From an optimization exercise on the open Yosys and OpenROAD flow, aimed at small area; shortcuts taken in it are not production practice. For this run, only the layout was checked, not whether the RTL still works.

==> flow/nn1_hdl.hex <==
80
7f
61
22
63
07
49
0f
7f
80
07
0a
d9
7f
34
7f
41
18
85
45
30
80
43
91
80
15
b9
b8
80
df
7f
cb
fe
bf
03
7f
71
80
80
7f
00
d9
80
7f
80
b4
d2
39
b2
b0
7f
7f
7f
6f
7f
b0
80
80
7f
7f
e5
7f
7f
80
1b
80
80
7f
f5
7f
80
7f
80
f9
1f
==> flow/run.sh <==
#!/bin/bash
# synth_recipe.tcl (not shown) runs the flow's synth.tcl, then flattens the netlist and writes it again
# the make line also repeats each setting of config.mk as NAME=value (left out here)
make -C /OpenROAD-flow-scripts/flow DESIGN_CONFIG=/design/flow/config.mk WORK_HOME=/design/flow/orfs CLKGATE_MAP_FILE= SYNTH_SCRIPT=/design/flow/synth_recipe.tcl finish
==> flow/config.mk <==
export PLATFORM = sky130hd
export DESIGN_NAME = pong_core
export DESIGN_NICKNAME = pong_core
export VERILOG_FILES = /design/flow/design.v
export SDC_FILE = /design/flow/constraint.sdc
export NUM_CORES = 4
export LEC_CHECK = 0
export CAP_MARGIN = 20
export CORE_MARGIN = 2
export CORE_UTILIZATION = 40
export SLEW_MARGIN = 20
==> flow/constraint.sdc <==
create_clock -name core_clock -period 25.0 [get_ports {clk}]
set_input_delay 5.0000 -clock core_clock [delete_from_list [all_inputs] [get_ports {clk}]]
set_output_delay 5.0000 -clock core_clock [all_outputs]
set_load 0.01 [all_outputs]
==> flow/design.v <==
module 
    rectangle  
    (
        input [10:0] y,
        input [10:0] x,
        output [10:0] start_h,
        output [10:0] end_h,
        output [10:0] start_w,    
        output [10:0] end_w    
    );
	 parameter size_x=3,size_y=3, WIDTH=639, HEIGHT=479;
    assign start_h = y<size_y?0:y-size_y;
    assign end_h = (y + size_y>HEIGHT?HEIGHT:y + size_y);
    assign start_w = x<size_x?0:x-size_x;
    assign end_w = (x + size_x>WIDTH?WIDTH:x + size_x);
endmodule
module paddle_move  (
		 input clk,
		 input reset,
		 input en,
		 input rst,
		 input move_up,
		 input move_down,
		 input wire [12:0] size,
		 input wire [12:0] init_x,
		 input wire [12:0] init_y,
		 output wire [12:0] x_out,
		 output wire [12:0] y_out
	);
   wire [12:0] move_speed= 13'd16;
	reg [12:0] x;
	reg [12:0] y;
	assign x_out = x;
	assign y_out = y;
	always @(posedge clk) begin
		if (reset) begin
			x <= init_x;
			y <= init_y;
		end
		else if (en) begin
		if (rst) begin
			x <= init_x;
			y <= init_y;
		end
		else
		if (move_up)
			y <= ((y-move_speed<size)?size:y-move_speed);
		else if (move_down)
			y <= (y+move_speed>13'd1920-size?13'd1920-size:y+move_speed);
		else begin
			y <= y;		
		end
		end
	end
endmodule    
module ball_move  (
		 input clk,
		 input reset,
		 input en,
		 input rst,
		 input wire [12:0] size,
		 input wire [3:0] direction,
		 input move,
		 output wire [12:0] x_out,
		 output wire [12:0] y_out,
		 output wire [12:0] ms
	);
   parameter move_speed=6;
	reg [12:0] x;
	reg [12:0] y;
	assign ms = move_speed;
	assign x_out = x;
	assign y_out = y;
	always @(posedge clk) begin
		if (reset) begin
			x <= 320*4;
			y <= 240*4;
		end
		else if (en) begin
		if (rst) begin
			x <= 320*4;
			y <= 240*4;
		end
		else
		if (move)
			case(direction)
			4'd0    : begin x<=((x+0*move_speed>=size)&&(x+0*move_speed<=13'd2560-size)?x+0*move_speed:13'd2560-size); y<=((y-4*move_speed>=size)&&(y-4*move_speed<=13'd1920-size)?y-4*move_speed:size); end
			4'd1    : begin x<=((x+1*move_speed>=size)&&(x+1*move_speed<=13'd2560-size)?x+1*move_speed:13'd2560-size); y<=((y-3*move_speed>=size)&&(y-3*move_speed<=13'd1920-size)?y-3*move_speed:size); end
			4'd2    : begin x<=((x+2*move_speed>=size)&&(x+2*move_speed<=13'd2560-size)?x+2*move_speed:13'd2560-size); y<=((y-2*move_speed>=size)&&(y-2*move_speed<=13'd1920-size)?y-2*move_speed:size); end
			4'd3    : begin x<=((x+3*move_speed>=size)&&(x+3*move_speed<=13'd2560-size)?x+3*move_speed:13'd2560-size); y<=((y-1*move_speed>=size)&&(y-1*move_speed<=13'd1920-size)?y-1*move_speed:size); end
			4'd4    : begin x<=((x+4*move_speed>=size)&&(x+4*move_speed<=13'd2560-size)?x+4*move_speed:13'd2560-size); y<=((y+0*move_speed>=size)&&(y+0*move_speed<=13'd1920-size)?y+0*move_speed:13'd1920-size); end
			4'd5    : begin x<=((x+3*move_speed>=size)&&(x+3*move_speed<=13'd2560-size)?x+3*move_speed:13'd2560-size); y<=((y+1*move_speed>=size)&&(y+1*move_speed<=13'd1920-size)?y+1*move_speed:13'd1920-size); end
			4'd6    : begin x<=((x+2*move_speed>=size)&&(x+2*move_speed<=13'd2560-size)?x+2*move_speed:13'd2560-size); y<=((y+2*move_speed>=size)&&(y+2*move_speed<=13'd1920-size)?y+2*move_speed:13'd1920-size); end
			4'd7    : begin x<=((x+1*move_speed>=size)&&(x+1*move_speed<=13'd2560-size)?x+1*move_speed:13'd2560-size); y<=((y+3*move_speed>=size)&&(y+3*move_speed<=13'd1920-size)?y+3*move_speed:13'd1920-size); end
			4'd8    : begin x<=((x+0*move_speed>=size)&&(x+0*move_speed<=13'd2560-size)?x+0*move_speed:13'd2560-size); y<=((y+4*move_speed>=size)&&(y+4*move_speed<=13'd1920-size)?y+4*move_speed:13'd1920-size); end
			4'd9    : begin x<=((x-1*move_speed>=size)&&(x-1*move_speed<=13'd2560-size)?x-1*move_speed:size); y<=((y+3*move_speed>=size)&&(y+3*move_speed<=13'd1920-size)?y+3*move_speed:13'd1920-size); end
			4'd10   : begin x<=((x-2*move_speed>=size)&&(x-2*move_speed<=13'd2560-size)?x-2*move_speed:size); y<=((y+2*move_speed>=size)&&(y+2*move_speed<=13'd1920-size)?y+2*move_speed:13'd1920-size); end
			4'd11   : begin x<=((x-3*move_speed>=size)&&(x-3*move_speed<=13'd2560-size)?x-3*move_speed:size); y<=((y+1*move_speed>=size)&&(y+1*move_speed<=13'd1920-size)?y+1*move_speed:13'd1920-size); end
			4'd12   : begin x<=((x-4*move_speed>=size)&&(x-4*move_speed<=13'd2560-size)?x-4*move_speed:size); y<=((y+0*move_speed>=size)&&(y+0*move_speed<=13'd1920-size)?y+0*move_speed:13'd1920-size); end
			4'd13   : begin x<=((x-3*move_speed>=size)&&(x-3*move_speed<=13'd2560-size)?x-3*move_speed:size); y<=((y-1*move_speed>=size)&&(y-1*move_speed<=13'd1920-size)?y-1*move_speed:size); end
			4'd14   : begin x<=((x-2*move_speed>=size)&&(x-2*move_speed<=13'd2560-size)?x-2*move_speed:size); y<=((y-2*move_speed>=size)&&(y-2*move_speed<=13'd1920-size)?y-2*move_speed:size); end
			4'd15   : begin x<=((x-1*move_speed>=size)&&(x-1*move_speed<=13'd2560-size)?x-1*move_speed:size); y<=((y-3*move_speed>=size)&&(y-3*move_speed<=13'd1920-size)?y-3*move_speed:size); end
			endcase
		else begin
			x <= x;
			y <= y;		
		end
		end
	end
endmodule    
module ball_direction  (
		 input clk,
		 input reset,
		 input en,
		 input rst,
		 input wire [12:0] size,
		 input wire [12:0] x,
		 input wire [12:0] y,
		 input wire [12:0] paddle_size,
		 input wire [12:0] paddle_width,
		 input wire [12:0] y_p1,
		 input wire [12:0] y_p2,
		 input wire [12:0] x_p1,
		 input wire [12:0] x_p2,
		 input wire [12:0] move_speed,
		 output wire [3:0] direction_out,
		 output reg goal_p1,
		 output reg goal_p2,
		 output wire [4:0] cool
	);
	reg [4:0] cnt;
	reg [4:0] cooldown;
	reg [4:0] cooldown_paddle;
	reg [3:0] direction;
	reg [3:0] r_direction;
	reg [3:0] p1_ref_direction;
	reg [3:0] p2_ref_direction;
	reg [2:0] p1_cluster_num;
	reg [2:0] p2_cluster_num;
	wire [12:0] diff_p1;
	wire [12:0] diff_p2;
	wire [12:0] paddle_step;
	wire [12:0] paddle_half;
	assign diff_p1 = y+paddle_size-y_p1;
	assign diff_p2 = y+paddle_size-y_p2;
	assign cool = cooldown_paddle;
	assign paddle_step = (2*paddle_size)/7;
	assign paddle_half = paddle_size;
	assign direction_out = direction;
	always @(posedge clk) begin
		if (reset) begin
			cnt <= 0;
			direction <= 4;
			goal_p1 <= 0;
			goal_p2 <= 0;
			cooldown <= 4'd0;
			cooldown_paddle <= 4'd0;
		end
		else if (en) begin
		if (cnt==29) cnt<=0;
		else cnt <= cnt+4'd1;
		if (rst) begin
			goal_p1 <= 0;
			goal_p2 <= 0;
			direction <= (cnt==0||cnt==16)?4:(cnt==8||cnt==24?12:cnt);
			cooldown <= 4'd0;
			cooldown_paddle <= 4'd0;
		end
		else if ((y==(size)||y==(13'd1920-size))&&cooldown==4'd0) begin
			direction<=r_direction;
			cooldown <= 4'd15;
			if (cooldown_paddle!=0) cooldown_paddle <= cooldown_paddle - 1;
			if (cooldown_paddle==0) begin goal_p1<=0; goal_p2<=0; end
			end
		else if (x<=x_p1+paddle_width+2*size+move_speed&&cooldown_paddle==4'd0) begin
			if (direction==p1_ref_direction) goal_p1 <= 1;
			if (cooldown!=0) cooldown <= cooldown - 1;
			direction<=p1_ref_direction;
			cooldown_paddle <= 4'd15;
		end
		else if (x>=x_p2-paddle_width-size-move_speed&&cooldown_paddle==4'd0) begin
			if (direction==p2_ref_direction) goal_p2 <= 1;
			if (cooldown!=0) cooldown <= cooldown - 1;
			direction<=p2_ref_direction;
			cooldown_paddle <= 4'd15;
		end
		else begin
			direction<=direction;
			if (cooldown_paddle==0) begin goal_p1<=0; goal_p2<=0; end
 			if (cooldown!=0) cooldown <= cooldown - 1;
			if (cooldown_paddle!=0) cooldown_paddle <= cooldown_paddle - 1;
		end
		end
	end
	always @* begin
		case(direction)
		4'd0    : begin r_direction = 4'd8; end
		4'd1    : begin r_direction = 4'd7; end
		4'd2    : begin r_direction = 4'd6; end
		4'd3    : begin r_direction = 4'd5; end
		4'd4    : begin r_direction = 4'd4; end
		4'd5    : begin r_direction = 4'd3; end
		4'd6    : begin r_direction = 4'd2; end
		4'd7    : begin r_direction = 4'd1; end
		4'd8    : begin r_direction = 4'd0; end
		4'd9    : begin r_direction = 4'd15; end
		4'd10   : begin r_direction = 4'd14; end
		4'd11   : begin r_direction = 4'd13; end
		4'd12   : begin r_direction = 4'd12; end
		4'd13   : begin r_direction = 4'd11; end
		4'd14   : begin r_direction = 4'd10; end
		4'd15   : begin r_direction = 4'd9; end
		endcase	
	end
	always @* begin
		p1_cluster_num = 3'd7;
		if (y >= y_p1-paddle_size) begin
			if (diff_p1 < paddle_step) 
				p1_cluster_num = 0;
			else if (diff_p1 < 2*paddle_step) 
				p1_cluster_num = 1;
			else if (diff_p1 < 3 * paddle_step) 
				p1_cluster_num = 2;
			else if (diff_p1 < 4 * paddle_step+4) 
				p1_cluster_num = 3;
			else if (diff_p1 < 5 * paddle_step + 4) 
				p1_cluster_num = 4;
			else if (diff_p1 < 6 * paddle_step + 4) 
				p1_cluster_num = 5;
			else if (diff_p1 < 7 * paddle_step + 4) 
				p1_cluster_num = 6;
		end
	end
	always @* begin
		p2_cluster_num = 3'd7;
		if (y >= y_p2-paddle_size) begin
			if (diff_p2 < paddle_step)
				p2_cluster_num = 0;
			else if (diff_p2 < 2*paddle_step)
				p2_cluster_num = 1;
			else if (diff_p2 < 3 * paddle_step)
				p2_cluster_num = 2;
			else if (diff_p2 < 4 * paddle_step+4)
				p2_cluster_num = 3;
			else if (diff_p2 < 5 * paddle_step + 4)
				p2_cluster_num = 4;
			else if (diff_p2 < 6 * paddle_step + 4)
				p2_cluster_num = 5;
			else if (diff_p2 < 7 * paddle_step + 4) 
				p2_cluster_num = 6;
		end
	end
	always @* begin
		p1_ref_direction = direction;
		case(p1_cluster_num)
		3'd0:
			case(direction)
			4'd9    : begin p1_ref_direction = 4'd4; end
			4'd10   : begin p1_ref_direction = 4'd3; end
			4'd11   : begin p1_ref_direction = 4'd2; end
			4'd12   : begin p1_ref_direction = 4'd1; end
			4'd13   : begin p1_ref_direction = 4'd1; end
			4'd14   : begin p1_ref_direction = 4'd1; end
			4'd15   : begin p1_ref_direction = 4'd1; end
			endcase	
		3'd1:
			case(direction)
			4'd9    : begin p1_ref_direction = 4'd5; end
			4'd10   : begin p1_ref_direction = 4'd4; end
			4'd11   : begin p1_ref_direction = 4'd3; end
			4'd12   : begin p1_ref_direction = 4'd2; end
			4'd13   : begin p1_ref_direction = 4'd1; end
			4'd14   : begin p1_ref_direction = 4'd1; end
			4'd15   : begin p1_ref_direction = 4'd1; end
			endcase	
		3'd2:
			case(direction)
			4'd9    : begin p1_ref_direction = 4'd6; end
			4'd10   : begin p1_ref_direction = 4'd5; end
			4'd11   : begin p1_ref_direction = 4'd4; end
			4'd12   : begin p1_ref_direction = 4'd3; end
			4'd13   : begin p1_ref_direction = 4'd2; end
			4'd14   : begin p1_ref_direction = 4'd1; end
			4'd15   : begin p1_ref_direction = 4'd1; end
			endcase	
		3'd3:
			case(direction)
			4'd9    : begin p1_ref_direction = 4'd7; end
			4'd10   : begin p1_ref_direction = 4'd6; end
			4'd11   : begin p1_ref_direction = 4'd5; end
			4'd12   : begin p1_ref_direction = 4'd4; end
			4'd13   : begin p1_ref_direction = 4'd3; end
			4'd14   : begin p1_ref_direction = 4'd2; end
			4'd15   : begin p1_ref_direction = 4'd1; end
			endcase	
		3'd4:
			case(direction)
			4'd9    : begin p1_ref_direction = 4'd7; end
			4'd10   : begin p1_ref_direction = 4'd7; end
			4'd11   : begin p1_ref_direction = 4'd6; end
			4'd12   : begin p1_ref_direction = 4'd5; end
			4'd13   : begin p1_ref_direction = 4'd4; end
			4'd14   : begin p1_ref_direction = 4'd3; end
			4'd15   : begin p1_ref_direction = 4'd2; end
			endcase	
		3'd5:
			case(direction)
			4'd9    : begin p1_ref_direction = 4'd7; end
			4'd10   : begin p1_ref_direction = 4'd7; end
			4'd11   : begin p1_ref_direction = 4'd7; end
			4'd12   : begin p1_ref_direction = 4'd6; end
			4'd13   : begin p1_ref_direction = 4'd5; end
			4'd14   : begin p1_ref_direction = 4'd4; end
			4'd15   : begin p1_ref_direction = 4'd3; end
			endcase	
		3'd6:
			case(direction)
			4'd9    : begin p1_ref_direction = 4'd7; end
			4'd10   : begin p1_ref_direction = 4'd7; end
			4'd11   : begin p1_ref_direction = 4'd7; end
			4'd12   : begin p1_ref_direction = 4'd7; end
			4'd13   : begin p1_ref_direction = 4'd6; end
			4'd14   : begin p1_ref_direction = 4'd5; end
			4'd15   : begin p1_ref_direction = 4'd4; end
			endcase	
		endcase
	end
	always @* begin
		p2_ref_direction = direction;
		case(p2_cluster_num)
		3'd0:
			case(direction)
			4'd1   : begin p2_ref_direction = 4'd15; end
			4'd2   : begin p2_ref_direction = 4'd15; end
			4'd3   : begin p2_ref_direction = 4'd15; end
			4'd4   : begin p2_ref_direction = 4'd15; end
			4'd5   : begin p2_ref_direction = 4'd14; end
			4'd6   : begin p2_ref_direction = 4'd13; end
			4'd7   : begin p2_ref_direction = 4'd12; end
			endcase	
		3'd1:
			case(direction)
			4'd1   : begin p2_ref_direction = 4'd15; end
			4'd2   : begin p2_ref_direction = 4'd15; end
			4'd3   : begin p2_ref_direction = 4'd15; end
			4'd4   : begin p2_ref_direction = 4'd14; end
			4'd5   : begin p2_ref_direction = 4'd13; end
			4'd6   : begin p2_ref_direction = 4'd12; end
			4'd7   : begin p2_ref_direction = 4'd11; end
			endcase	
		3'd2:
			case(direction)
			4'd1   : begin p2_ref_direction = 4'd15; end
			4'd2   : begin p2_ref_direction = 4'd15; end
			4'd3   : begin p2_ref_direction = 4'd14; end
			4'd4   : begin p2_ref_direction = 4'd13; end
			4'd5   : begin p2_ref_direction = 4'd12; end
			4'd6   : begin p2_ref_direction = 4'd11; end
			4'd7   : begin p2_ref_direction = 4'd10; end
			endcase	
		3'd3:
			case(direction)
			4'd1   : begin p2_ref_direction = 4'd15; end
			4'd2   : begin p2_ref_direction = 4'd14; end
			4'd3   : begin p2_ref_direction = 4'd13; end
			4'd4   : begin p2_ref_direction = 4'd12; end
			4'd5   : begin p2_ref_direction = 4'd11; end
			4'd6   : begin p2_ref_direction = 4'd10; end
			4'd7   : begin p2_ref_direction = 4'd9 ; end
			endcase	
		3'd4:
			case(direction)
			4'd1   : begin p2_ref_direction = 4'd14; end
			4'd2   : begin p2_ref_direction = 4'd13; end
			4'd3   : begin p2_ref_direction = 4'd12; end
			4'd4   : begin p2_ref_direction = 4'd11; end
			4'd5   : begin p2_ref_direction = 4'd10; end
			4'd6   : begin p2_ref_direction = 4'd9; end
			4'd7   : begin p2_ref_direction = 4'd9; end
			endcase	
		3'd5:
			case(direction)
			4'd1   : begin p2_ref_direction = 4'd13; end
			4'd2   : begin p2_ref_direction = 4'd12; end
			4'd3   : begin p2_ref_direction = 4'd11; end
			4'd4   : begin p2_ref_direction = 4'd10; end
			4'd5   : begin p2_ref_direction = 4'd9; end
			4'd6   : begin p2_ref_direction = 4'd9; end
			4'd7   : begin p2_ref_direction = 4'd9; end
			endcase
		3'd6:
			case(direction)
			4'd1   : begin p2_ref_direction = 4'd12; end
			4'd2   : begin p2_ref_direction = 4'd11; end
			4'd3   : begin p2_ref_direction = 4'd10; end
			4'd4   : begin p2_ref_direction = 4'd9; end
			4'd5   : begin p2_ref_direction = 4'd9; end
			4'd6   : begin p2_ref_direction = 4'd9; end
			4'd7   : begin p2_ref_direction = 4'd9; end
			endcase
		endcase
	end
endmodule    
module 
    neural_p1  
    (
		  input wire clk,
		  input wire reset,
		  input wire en,
		  input wire en_late,
        input wire [3:0] direction,
        input wire [12:0] ball_x,
        input wire [12:0] ball_y,
        input wire [12:0] p1_y,
        input wire [12:0] p2_y,
        output reg up,
        output reg down,
		  output test
    );
	 reg enable_mul;
	 reg signed [7:0] mem[0:74];
	 initial begin
	    $readmemh("nn1_hdl.hex",mem);
	 end
	 wire signed [31:0] RND,Max;
	 assign RND = (64);
	 reg [15:0] counter;
    wire signed [15:0] i[0:4];
    wire [12:0] bx_q = ball_x / 13'd10;             
    wire [13:0] by_q = {ball_y,1'b0} / 14'd15;   
    wire [13:0] p1_q = {p1_y,1'b0} / 14'd15;
    wire [13:0] p2_q = {p2_y,1'b0} / 14'd15;
    assign i[0] = $signed({1'b0,direction,4'b0}) - 128; 
    assign i[1] = $signed({2'b0,bx_q}) - 128; 
    assign i[2] = $signed({1'b0,by_q}) - 128; 
    assign i[3] = $signed({1'b0,p1_q}) - 128; 
    assign i[4] = $signed({1'b0,p2_q}) - 128; 
    reg signed [7:0] n[0:7];
    reg signed [31:0] w[0:7],bias;
    reg signed [31:0] l[0:2];
	 always @(posedge clk) begin
		 if (reset) begin
				counter<=0;
				up <= 0;
				down <= 0;
		 end
		 else if (en) begin
		 if (counter==9) begin
				counter<=0;
				if (l[0]>=l[2]) begin
					up <= 1;
					down <= 0;
				end
				else begin
					up <= 0;
					down <= 1;
				end
		 end
		 else begin
				if (counter>=9) counter <= 0;
				else counter <= counter + 1;
		 end
		 end
	 end
	integer k;
	reg signed [31:0] h;
	always @(posedge clk) begin
		if (reset) begin
			for (k=0;k<8;k=k+1) n[k] = 0;
			l[0] = 0;
			l[2] = 0;
		end
		else if (en_late) begin
		if (counter<8) begin
			h = (mem[counter*6+0]*i[0]+mem[counter*6+1]*i[1]+mem[counter*6+2]*i[2]
					+mem[counter*6+3]*i[3]+mem[counter*6+4]*i[4]+(mem[counter*6+5]<<<7))>>>7;
			if (h<0) n[counter]=0;
			else if (h>127) n[counter]=127;
			else n[counter]=h[7:0];
		end
		else if (counter==8) begin
			l[0] = (mem[8*6+0]*n[0]
								+mem[8*6+1]*n[1]
								+mem[8*6+2]*n[2]
								+mem[8*6+3]*n[3]
								+mem[8*6+4]*n[4]
								+mem[8*6+5]*n[5]
								+mem[8*6+6]*n[6]
								+mem[8*6+7]*n[7]
								+(mem[8*6+8]<<<7))>>>7;
			if (l[0]<0) l[0]=0;
			else if (l[0]>127) l[0]=127;
			l[2] =         (mem[8*6+(2)*9+0]*n[0]
								+mem[8*6+(2)*9+1]*n[1]
								+mem[8*6+(2)*9+2]*n[2]
								+mem[8*6+(2)*9+3]*n[3]
								+mem[8*6+(2)*9+4]*n[4]
								+mem[8*6+(2)*9+5]*n[5]
								+mem[8*6+(2)*9+6]*n[6]
								+mem[8*6+(2)*9+7]*n[7]
								+(mem[8*6+(2)*9+8]<<<7))>>>7;
			if (l[2]<0) l[2]=0;
			else if (l[2]>127) l[2]=127;
		end
		end
	end
	assign test = (l[2]<l[0]);
endmodule
module pong_core(
	input			clk,
	input			rst,					 
	input			frame_tick,			 
	input			game_reset,			 
	input			p2_up,				 
	input			p2_down,				 
	input	[9:0]	hpos,					 
	input	[9:0]	vpos,
	input			active,				 
	output reg		pixel,				 
	output [12:0]	ball_x,				 
	output [12:0]	ball_y,
	output [12:0]	p1_y,
	output [12:0]	p2_y,
	output [3:0]	direction,
	output			goal_p1,
	output			goal_p2,
	output			nn_up,
	output			nn_down,
	output			nn_test
);
	 reg tick_d;
	 always @(posedge clk) begin
		if (rst) tick_d <= 1'b0;
		else tick_d <= frame_tick;
	 end
	 wire [4:0]reset_cd;
	 wire nn_p1_up;
	 wire nn_p1_down;
	 assign nn_up = nn_p1_up;
	 assign nn_down = nn_p1_down;
    wire game_rst = game_reset || (goal_p1|goal_p2)&&(reset_cd<=1);
	 wire player1_move_up = nn_p1_up;
	 wire player1_move_down = nn_p1_down;
	 wire player2_move_up = p2_up;
	 wire player2_move_down = p2_down;
    wire signed [12:0] movespeed;
    wire signed [12:0] ball_x_extended;
    wire signed [12:0] ball_y_extended;
    wire signed [10:0] ball_xs;
    wire signed [10:0] ball_ys;
    wire signed [10:0] ball_start_h;
    wire signed [10:0] ball_end_h;
    wire signed [10:0] ball_start_w;
    wire signed [10:0] ball_end_w;
    assign ball_xs = ball_x_extended[12:2];
    assign ball_ys = ball_y_extended[12:2];
    assign ball_x = ball_x_extended;
    assign ball_y = ball_y_extended;
    localparam ball_size=5;
    rectangle #(.size_y(ball_size),.size_x(ball_size)) ball(
            .x(ball_xs), 
            .y(ball_ys), 
            .start_h(ball_start_h),
            .start_w(ball_start_w),
            .end_h(ball_end_h),
            .end_w(ball_end_w)
    );
    ball_move ball_movement_block(
        .clk(clk),
        .reset(rst),
        .en(frame_tick),
		  .rst(game_rst),
		  .size(ball_size*4),
        .direction(direction),
		  .move(1'b1),
		  .x_out(ball_x_extended),
		  .y_out(ball_y_extended),
		  .ms(movespeed)
    );
    wire signed [12:0] p1_x_extended;
    wire signed [12:0] p1_y_extended;
	 wire signed [12:0] p1_x_extended_init;
    wire signed [12:0] p1_y_extended_init;
    wire signed [10:0] p1_x;
    wire signed [10:0] p1_ys;
    wire signed [10:0] p1_start_h;
    wire signed [10:0] p1_end_h;
    wire signed [10:0] p1_start_w;
    wire signed [10:0] p1_end_w;
    assign p1_x_extended_init = 13'd120;
	 assign p1_y_extended_init = 13'd960;
    assign p1_x = p1_x_extended[12:2];
    assign p1_ys = p1_y_extended[12:2];
    assign p1_y = p1_y_extended;
    localparam paddle_width=4;
    localparam paddle_height=70;
    rectangle #(.size_y(paddle_height),.size_x(paddle_width)) p1(
            .x(p1_x), 
            .y(p1_ys), 
            .start_h(p1_start_h),
            .start_w(p1_start_w),
            .end_h(p1_end_h),
            .end_w(p1_end_w)
    );
	 paddle_move p1_movement(
		  .clk(clk),
		  .reset(rst),
		  .en(frame_tick),
		  .rst(game_rst),
		  .move_up(player1_move_up),
		  .move_down(player1_move_down),
		  .size(paddle_height*4),
		  .init_x(p1_x_extended_init),
		  .init_y(p1_y_extended_init),
		  .x_out(p1_x_extended),
		  .y_out(p1_y_extended)
	 );
    wire signed [12:0] p2_x_extended;
    wire signed [12:0] p2_y_extended;
	 wire signed [12:0] p2_x_extended_init;
    wire signed [12:0] p2_y_extended_init;
    wire signed [10:0] p2_x;
    wire signed [10:0] p2_ys;
    wire signed [10:0] p2_start_h;
    wire signed [10:0] p2_end_h;
    wire signed [10:0] p2_start_w;
    wire signed [10:0] p2_end_w;
    assign p2_x_extended_init = 13'd2436;
	 assign p2_y_extended_init = 13'd960;
    assign p2_x = p2_x_extended[12:2];
    assign p2_ys = p2_y_extended[12:2];
    assign p2_y = p2_y_extended;
    rectangle #(.size_y(paddle_height),.size_x(paddle_width)) p2(
            .x(p2_x), 
            .y(p2_ys), 
            .start_h(p2_start_h),
            .start_w(p2_start_w),
            .end_h(p2_end_h),
            .end_w(p2_end_w)
    );
	 paddle_move p2_movement(
		  .clk(clk),
		  .reset(rst),
		  .en(frame_tick),
		  .rst(game_rst),
		  .move_up(player2_move_up),
		  .move_down(player2_move_down),
		  .size(paddle_height*4),
		  .init_x(p2_x_extended_init),
		  .init_y(p2_y_extended_init),
		  .x_out(p2_x_extended),
		  .y_out(p2_y_extended)
	 );
	 ball_direction ball_direction_block(
	     .clk(clk),
	     .reset(rst),
	     .en(frame_tick),
		  .rst(game_rst),
		  .size(ball_size*4),
		  .x(ball_x_extended),
		  .y(ball_y_extended),
		  .paddle_size(paddle_height*4),
		  .paddle_width(paddle_width*4),
		  .y_p1(p1_y_extended),
		  .y_p2(p2_y_extended),
		  .x_p1(p1_x_extended),
		  .x_p2(p2_x_extended),
		  .direction_out(direction),
		  .goal_p1(goal_p1),
		  .goal_p2(goal_p2),
		  .cool(reset_cd),
		  .move_speed(movespeed)
	 );
	 neural_p1 nn_p1(
		  .clk(clk),
		  .reset(rst),
		  .en(frame_tick),
		  .en_late(tick_d),
		  .direction(direction),
		  .ball_x(ball_x_extended),
		  .ball_y(ball_y_extended),
		  .p1_y(p1_y_extended),
		  .p2_y(p2_y_extended),
		  .up(nn_p1_up),
		  .down(nn_p1_down),
		  .test(nn_test)
	 );
	always @(posedge clk) begin
		if (rst)
			pixel <= 1'b0;
		else if (! active)
			pixel <= 1'b0;
		else begin
            if ((hpos >= ball_start_w) & (hpos <= ball_end_w) & (vpos >= ball_start_h) & (vpos <= ball_end_h)) begin
                pixel <= 1'b1;
            end	
            else  
            if ((hpos >= p1_start_w) & (hpos <= p1_end_w) & (vpos >= p1_start_h) & (vpos <= p1_end_h)) begin
                pixel <= 1'b1;
            end
				else  
            if ((hpos >= p2_start_w) & (hpos <= p2_end_w) & (vpos >= p2_start_h) & (vpos <= p2_end_h)) begin
                pixel <= 1'b1;
            end	
            else begin
                pixel <= 1'b0;
            end
		end
	end
endmodule
==> run notes <==
* Die Ht at 421 um
* DR vias/cell at 5.64
* Final hold viol count at 0
* Clock slew at reported path FFs at 70 ps
* Largest net degree at the start of global routing at 47
* Critical path arrival at 18990 ps
* Htree depth at 1
* M3 GR Usage at 0.0453
* DRC at 0
* FF-to-FF Start: p2_movement.y[4]$_SDFFE_PP0P_
* Status: complete, no violations
* Fin crit period at 18500 ps
* Crit end category: flip-flop
* EDFF count, synth at 0
* Die area at 0.177 mm2
* Drt total wl at 230000 um
* Post-route setup TNS at 0 ps
* Cts bufs inserted at 28
* GR peak layer: met2
* Vias in the first global route at 61.8k
* Total GRT Usage at 0.256
* Antenna-violating nets left at 0
* GR Util met1 at 0.345
* Met2 GRT Util at 0.410
* Slew headroom at 0.252
* Iter 0 DRT Violations at 5549
* DP HPWL at 190000 um
* # hold bufs at CTS at 0
* Ratio of cells with drive above 1 in the final layout at 0.0376
* Maxcap violations at 0
* Worst-case clock buffer depth at 3
* RSZ-0062 raised after global routing: false
* Per-cell routed wire length at 21.2 um
* Placed instance count at 10.8k
* Initial antenna violation count at 3
* Hold path start: ball_direction_block.cooldown[4]$_SDFFE_PP0P_
* Crit path from: p2_movement.y[4]$_SDFFE_PP0P_
* Max incr delay on CP at 890 ps
* Initial Utilization at 0.401
* CP max FO at 18
* Synthesized area per cell at 8.06 um2
* Core area at 0.173 mm2
* Fmax at 54.0 MHz
* GRT Residual Overflow at 0
* Diodes inserted at 0
* Final worst-path cycle share at 0.740
* Setup slack, reg-to-reg at 6500 ps
* Synth Register Bits at 201
* TritonCTS clock tree: built
* Initial DRT Pass Iterations at 7
* Cell Area, Synth at 0.0696 mm2
* Die Wd at 421 um
* Slew Limit Fails at 0
* Setup-failing EPs final at 0
* Port Buffers at 80
* Syn Inst Count at 8632
* Cell Rows at 153
* Clock sink count at 201
* First-pass GRT wire length at 360000 um
* Most used cell, CP: a21oi_1
* Yosys Warn Count at 13
* Worst Skew at 36.0 ps
* CTS root buffer: clkbuf_16
* Area delta synth->final at 6.41%
* Critical-path top delay cell: nor4_2
* Startpoint types: flip-flop
* I/O pins at 89
* Final #Nets at 10.5k
* Final GP Congestion at 1.02
* Slew of the pin with the lowest slew margin at 1110 ps
* Seq/Total Area, Yosys at 0.0578
* Vias at 61.5k
* Hold crit path type: flip-flop to flip-flop
* Ys async rst share at 0
* Post-CTS Setup Bufs at 0
* Non-Filler Instances at 10.9k
* Critical path type: flip-flop to flip-flop
* Clk Latency, worst-skew pair at 670 ps
* Synth unique cells at 102
* Critical path data required time at 25490 ps
* Post-CTS Resized at 0
* Final core occ at 0.427
* Top FF cell, synth: dfxtp_1
-- cell usage in the layout, fill, tap and decap left out, types with 19 or more instances in the layout --
cell / netlist / final
inv_1: 1393 / 1393
a22o_1: 40 / 40
nand3_1: 143 / 143
o31ai_1: 46 / 45
clkdlybuf4s50_1: 0 / 78
xnor2_1: 404 / 399
nor2_1: 801 / 801
a211oi_1: 53 / 52
a21oi_1: 554 / 552
nor3_1: 208 / 207
or2_2: 64 / 64
xor2_1: 105 / 104
nor4_1: 41 / 38
dfxtp_1: 201 / 198
a22oi_1: 25 / 25
o2111ai_1: 21 / 21
and3_1: 38 / 38
mux2i_1: 27 / 27
nor2b_1: 70 / 70
o22ai_1: 46 / 46
or3_1: 40 / 40
o211ai_1: 44 / 44
o221ai_1: 30 / 30
fa_1: 946 / 946
nand4_1: 62 / 62
and2_1: 77 / 77
a31oi_1: 84 / 83
nand2b_1: 152 / 152
buf_4: 8 / 121
clkbuf_16: 0 / 28
o31a_1: 19 / 19
o21ai_0: 388 / 384
nand2_1: 582 / 582
ha_1: 948 / 948
a21o_1: 81 / 81
o21a_1: 59 / 59
o21bai_1: 133 / 132
-- through the flow --
stage / hold slack (ps) / setup slack [ps] / cell area [um2]
final: 434 / 6500 / 74000
after floorplan: 408 / 9240 / 69600
after detailed placement: 429 / 6840 / 73000
after global placement: 415 / 7190 / 73000
after CTS: 437 / 6760 / 74000
after global routing: 462 / 4930 / 74000
-- Yosys cell counts, types with 70 or more instances --
cell type,n,share of area
a31oi_1,84,0.0076
o21ai_0,388,0.028
ha_1,948,0.17
nor3_1,208,0.015
xor2_1,105,0.013
nor2_1,801,0.043
xnor2_1,404,0.051
nand2b_1,152,0.014
nand2_1,582,0.031
a21o_1,81,0.0087
a21oi_1,554,0.040
dfxtp_1,201,0.058
fa_1,946,0.27
inv_1,1393,0.075
nand3_1,143,0.010
o21bai_1,133,0.014
nor2b_1,70,0.0063
clkbuf_1,268,0.014
and2_1,77,0.0069
-- layout make-up --
type | instances | area, um2
Clock buffer | 33 | 739
Clock inverter | 19 | 236
Fill cell | 17575 | 99400
Inverter | 1414 | 5310
Multi-Input combinational cell | 6700 | 59100
Sequential cell | 201 | 4030
Tap cell | 2325 | 2910
Timing Repair Buffer | 200 | 1690
-- layer usage --
metal  share of wire  routed length (um)  up-vias
li1                -                   -    28634
met4           0.042                9780        0
met5               0                   0        -
met1            0.43               99100    29955
met3           0.080               18500      440
met2            0.45              103000     2450
-- kinds of logic (layout without fill, tap and decap cells) --
kind of cell	after synthesis	in the layout	synth area share
other	2	13	0.000108
XOR/XNOR	509	509	0.0641
AND/OR/NAND/NOR	2367	2367	0.160
multiplexers	37	37	0.00566
AO/OA/AOI/OAI	1866	1866	0.173
buffers and inverters	1742	1666	0.0948
adder cells (fa/ha/maj)	1908	1908	0.445
flip-flops	201	201	0.0578
-- flip-flops by register name, indices dropped and copies added (netlist names), 5 cells and up --
name,flops
nn_p1.n,64
nn_p1.l,48
nn_p1.counter,16
ball_movement_block.x,12
ball_movement_block.y,12
p1_movement.y,10
p2_movement.y,10
ball_direction_block.cnt,5
ball_direction_block.cooldown,5
ball_direction_block.cooldown_paddle,5
-- critical path, delay by kind of cell (launching register included) --
| kind | cells | cell delay [ps] |
|---|---|---|
| flops | 1 | 760 |
| compound gates | 31 | 6880 |
| simple gates | 17 | 4230 |
| buf+inv | 6 | 650 |
| xor+xnor | 2 | 490 |
| mux | 1 | 170 |
| fa+ha+maj | 12 | 5130 |
-- final timing paths --
check / end / cells after the start
hold reg to reg: ball_direction_block.cooldown[4]$_SDFFE_PP0P_ / 2
setup reg to reg: nn_p1.n[6][4]$_SDFFE_PP0P_ / 69
setup / recovery: nn_p1.n[6][4]$_SDFFE_PP0P_ / 69
hold / removal: ball_direction_block.cooldown[4]$_SDFFE_PP0P_ / 2

## re-timing with driven ports
No port has a modelled driver above. Below, the same layout with a new extraction and two added sets of constraints. Step 1 sets driving cells, clkbuf_16 on the clock port and buf_2 on the other inputs (assumed; they add their load-dependent delay and slew). Step 2 moves the port delays by t, midway between the first and last clock arrival at a register: inputs arrive t later, outputs are due t later. That takes back most of the time a late clock gives input paths. a / b / c = ideal ports / drivers / drivers and shift; a / b = the first two.
t (ns): 0.728
slack for setup (ns): 6.497 / 6.497 / 6.497
hold slack, ns: 0.434 / 0.434 / 0.434
After both steps setup and hold are still met in this run. For this run, drivers alone change the setup slack by 0.000 ns; drivers and shift together by 0.000 ns.
